Source: an optimization exercise on an open RTL-to-GDS flow (aim: small area). Production flows keep margins and buffers that such runs may drop.
RTL that was checked went through simulation tests only; none was proved equivalent to the original.
Power is estimated from default activity; no workload was simulated.

## module_mini_cpu
module module_mini_cpu(
    input clk,
    input rst,               
    input power,
    input send,
    input [17:0] switches,
    output wire [7:0] data,
    output wire rs,
    output wire rw,
    output wire en,
    output wire lcd_on,
    output wire lcd_blon
);
Size in the first run: roughly 380 flip-flops.
clock: 20.0 ns
lec_check: 0
cap_margin: 20
core_margin: 2
core_utilization: 40
cts_buf_list: sky130_fd_sc_hd__clkbuf_8
cts_cluster_diameter: 80
cts_cluster_size: 15
place_density: 0.6
slew_margin: 20
standard.sh (not shown) runs the stock make flow with config.mk's settings and CLKGATE_MAP_FILE= SYNTH_SCRIPT=/design/flow/synth_recipe.tcl, a recipe that flattens the netlist after the stock synthesis.
==> flow/flow/run.sh <==
#!/bin/bash
# Standard ORFS layout (the standard.sh) with these changes to how the
# netlist is mapped and buffered:
#  - ABC maps the logic with an area-oriented script (abc_area.script here)
#    instead of ORFS's delay-oriented one; registers are mapped before ABC,
#    so they are the standard synthesis's, with the same names and cells.
#  - Yosys does not extract adders into full/half-adder cells (ADDER_MAP_FILE
#    empty); ABC maps that logic with the rest.
#  - port buffers use the smallest buffer cell.
# Every tool's output goes to the ORFS logs under orfs/logs and to
# standard.log in this folder.
set -euo pipefail
W=$PWD
rm -rf "$W/scripts_mod"
cp -r "$FLOW_HOME/scripts" "$W/scripts_mod"
cp "$W/flow/abc_area.script" "$W/scripts_mod/abc_area.script"
bash standard.sh SCRIPTS_DIR="$W/scripts_mod" ABC_AREA=1 ADDER_MAP_FILE= MATCH_CELL_FOOTPRINT=0 \
  "BUFFER_PORTS_ARGS=-buffer_cell sky130_fd_sc_hd__buf_1" finish > "$W/standard.log" 2>&1
==> flow/flow/abc_area.script <==
strash
&get -n
&fraig -x
&put
scorr
dc2
dretime
strash
&get -n
&dch -f
&nf -R 1000
&put
strash
&get -n
&dch -f
&nf -R 1000
&put
The starting point finished clean.
Edit:
--- a/flow/flow/run.sh
+++ b/flow/flow/run.sh
@@ -15,4 +15,4 @@
 cp -r "$FLOW_HOME/scripts" "$W/scripts_mod"
 cp "$W/flow/abc_area.script" "$W/scripts_mod/abc_area.script"
-bash standard.sh SCRIPTS_DIR="$W/scripts_mod" ABC_AREA=1 ADDER_MAP_FILE= MATCH_CELL_FOOTPRINT=0 \
+bash standard.sh SCRIPTS_DIR="$W/scripts_mod" ABC_AREA=1 ADDER_MAP_FILE= \
   "BUFFER_PORTS_ARGS=-buffer_cell sky130_fd_sc_hd__buf_1" finish > "$W/standard.log" 2>&1
--- a/flow/config.mk
+++ b/flow/config.mk
@@ -8,8 +8,8 @@
 export CAP_MARGIN = 20
 export CORE_MARGIN = 2
-export CORE_UTILIZATION = 40
+export CORE_UTILIZATION = 65
 export CTS_BUF_LIST = sky130_fd_sc_hd__clkbuf_8
 export CTS_CLUSTER_DIAMETER = 80
 export CTS_CLUSTER_SIZE = 15
-export PLACE_DENSITY = 0.6
+export PLACE_DENSITY = 0.75
 export SLEW_MARGIN = 20
=> Sequential cell count is unchanged; non-clock buffer count came out lower by 1; maximum frequency is higher by 0.81%; critical path depth is unchanged; synthesized cell count does not change; worst setup slack improved by 0.10 ns.
Edit:
--- a/flow/config.mk
+++ b/flow/config.mk
@@ -8,8 +8,8 @@
 export CAP_MARGIN = 20
 export CORE_MARGIN = 2
-export CORE_UTILIZATION = 65
+export CORE_UTILIZATION = 40
 export CTS_BUF_LIST = sky130_fd_sc_hd__clkbuf_8
 export CTS_CLUSTER_DIAMETER = 80
 export CTS_CLUSTER_SIZE = 15
-export PLACE_DENSITY = 0.75
+export PLACE_DENSITY = 0.6
 export SLEW_MARGIN = 20
Via count is lower by 1.2%; critical path depth does not change; final area is higher by 1.7%; register-to-register slack is worse by 0.27 ns; sequential share of layout area is lower by 0.83 points; hold slack is better by 0.015 ns; synthesized cell count stays the same; first-iteration DRC count is lower by 15%; cell count is higher by 10%.

* * *

Setup of v13:
module_mini_cpu, a different RTL version from the one above (not shown whole).
For scale: about 2300 cells after synthesis, roughly 35 I/O pins, ~0.018 mm² of cells after synthesis.
Design module_mini_cpu, start of the top module:
module module_mini_cpu(
    input clk,
    input rst,               
    input power,
    input send,
    input [17:0] switches,
    output wire [7:0] data,
    output wire rs,
    output wire rw,
    output wire en,
    output wire lcd_on,
    output wire lcd_blon
);
    localparam IDLE       = 3'd1;
    localparam FETCH      = 3'd2;
    localparam DECODE     = 3'd3;
    localparam EXECUTE    = 3'd4;
    localparam UPDATE_LCD = 3'd5;
    reg [2:0] state;
    reg system_on;
    reg prev_power;
    reg prev_send;
    reg mem_reset;
    reg lcd_update_en;
    reg [17:0] ir;
    reg [21:0] acc;
    wire [2:0] op  = ir[17:15];
    wire [2:0] op0 = switches[17:15];
    wire in_decode = (state == DECODE);
    wire in_exec   = (state == EXECUTE);
    wire in_upd    = (state == UPDATE_LCD);
    wire in_last   = (state == IDLE) & lcd_update_en;
    wire [3:0] raddr = in_decode ? ((op0 == 3'b111) ? switches[14:11] : switches[10:7])
  ...
Settings: LEC_CHECK=0, ABC_AREA=1, CAP_MARGIN=20, CORE_MARGIN=2, CORE_UTILIZATION=40, CTS_BUF_LIST=sky130_fd_sc_hd__clkbuf_4, PLACE_DENSITY=0.6, SLEW_MARGIN=20; clock period 20.0 ns.
run.sh (not shown) runs the stock make flow with config.mk's settings and CLKGATE_MAP_FILE= SYNTH_SCRIPT=/design/flow/synth_recipe.tcl, a recipe that flattens the netlist after the stock synthesis.
Stock flow here: none of the scripts above is used.
[inputs] v28 vs v13
- swapping sky130_fd_sc_hd__clkbuf_4 for sky130_fd_sc_hd__clkbuf_2 in CTS_BUF_LIST
- putting CTS_CLUSTER_SIZE at 20 where nothing was set
Notes after the runs:
For first-pass GRT wire length, v28 and v13 come out practically identical. Diff v13 -> v28: total clock buffers created by CTS dropped 3, worst IR drop on VDD moved up. v28 reports a lower overall power than v13 does. Of v13 and v28, the run reporting the lower relative contribution of the clock network to total power was v28. Any difference in met3 capacity usage during global routing between v28 and v13 is small enough to ignore. Diff v13 -> v28: utilization of the core after routing saw a decrease; cell area -430 µm². Compared with v13, v28 shows layout clock buffer count that has gone down by a few percent. v13 has a higher time the final worst path needs with I/O delays and setup than v28. On detailed route wirelength on metal3, the higher figure sits with v28, not v13.
No run of this note included a check of the RTL's function; only the layout flow was run.

==> separate check: timing with driven ports <==
The flow's constraints put no driver on any port. The routed layouts listed below were extracted and timed again, unchanged, in two steps. Step 1 (the two cells are an assumption about what drives the block):
set clk [get_ports {clk}]
set_driving_cell -lib_cell sky130_fd_sc_hd__clkbuf_16 $clk
set_driving_cell -lib_cell sky130_fd_sc_hd__buf_2 [delete_from_list [all_inputs] $clk]
Step 2, shift: input delay + t, output delay - t, t = (earliest + latest rising clock arrival at the registers) / 2. This alone moves slack from input paths to output paths. a / b / c = no drivers / after step 1 / after step 2; a / b = the first two.
| run | t, ns | setup WS [ns] | worst slew at a driven data input, ns |
|---|---|---|---|
| the first run of note 1 | 0.684 | 7.073 / 7.093 / 6.409 | 0.04 |
| the second run of note 1 | 0.653 | 7.177 / 7.197 / 6.545 | 0.04 |
| the third run of note 1 | 0.684 | 7.073 / 7.093 / 6.409 | 0.04 |
| v13 | 0.871 | 8.944 / 8.971 / 8.100 | 0.04 |
| v28 | 1.101 | 9.157 / 9.183 / 8.082 | 0.04 |
After both steps every run listed still meets setup and hold. The setup slack of v28, which loses most, moves by +0.026 ns with the drivers and by -1.075 ns with both steps.
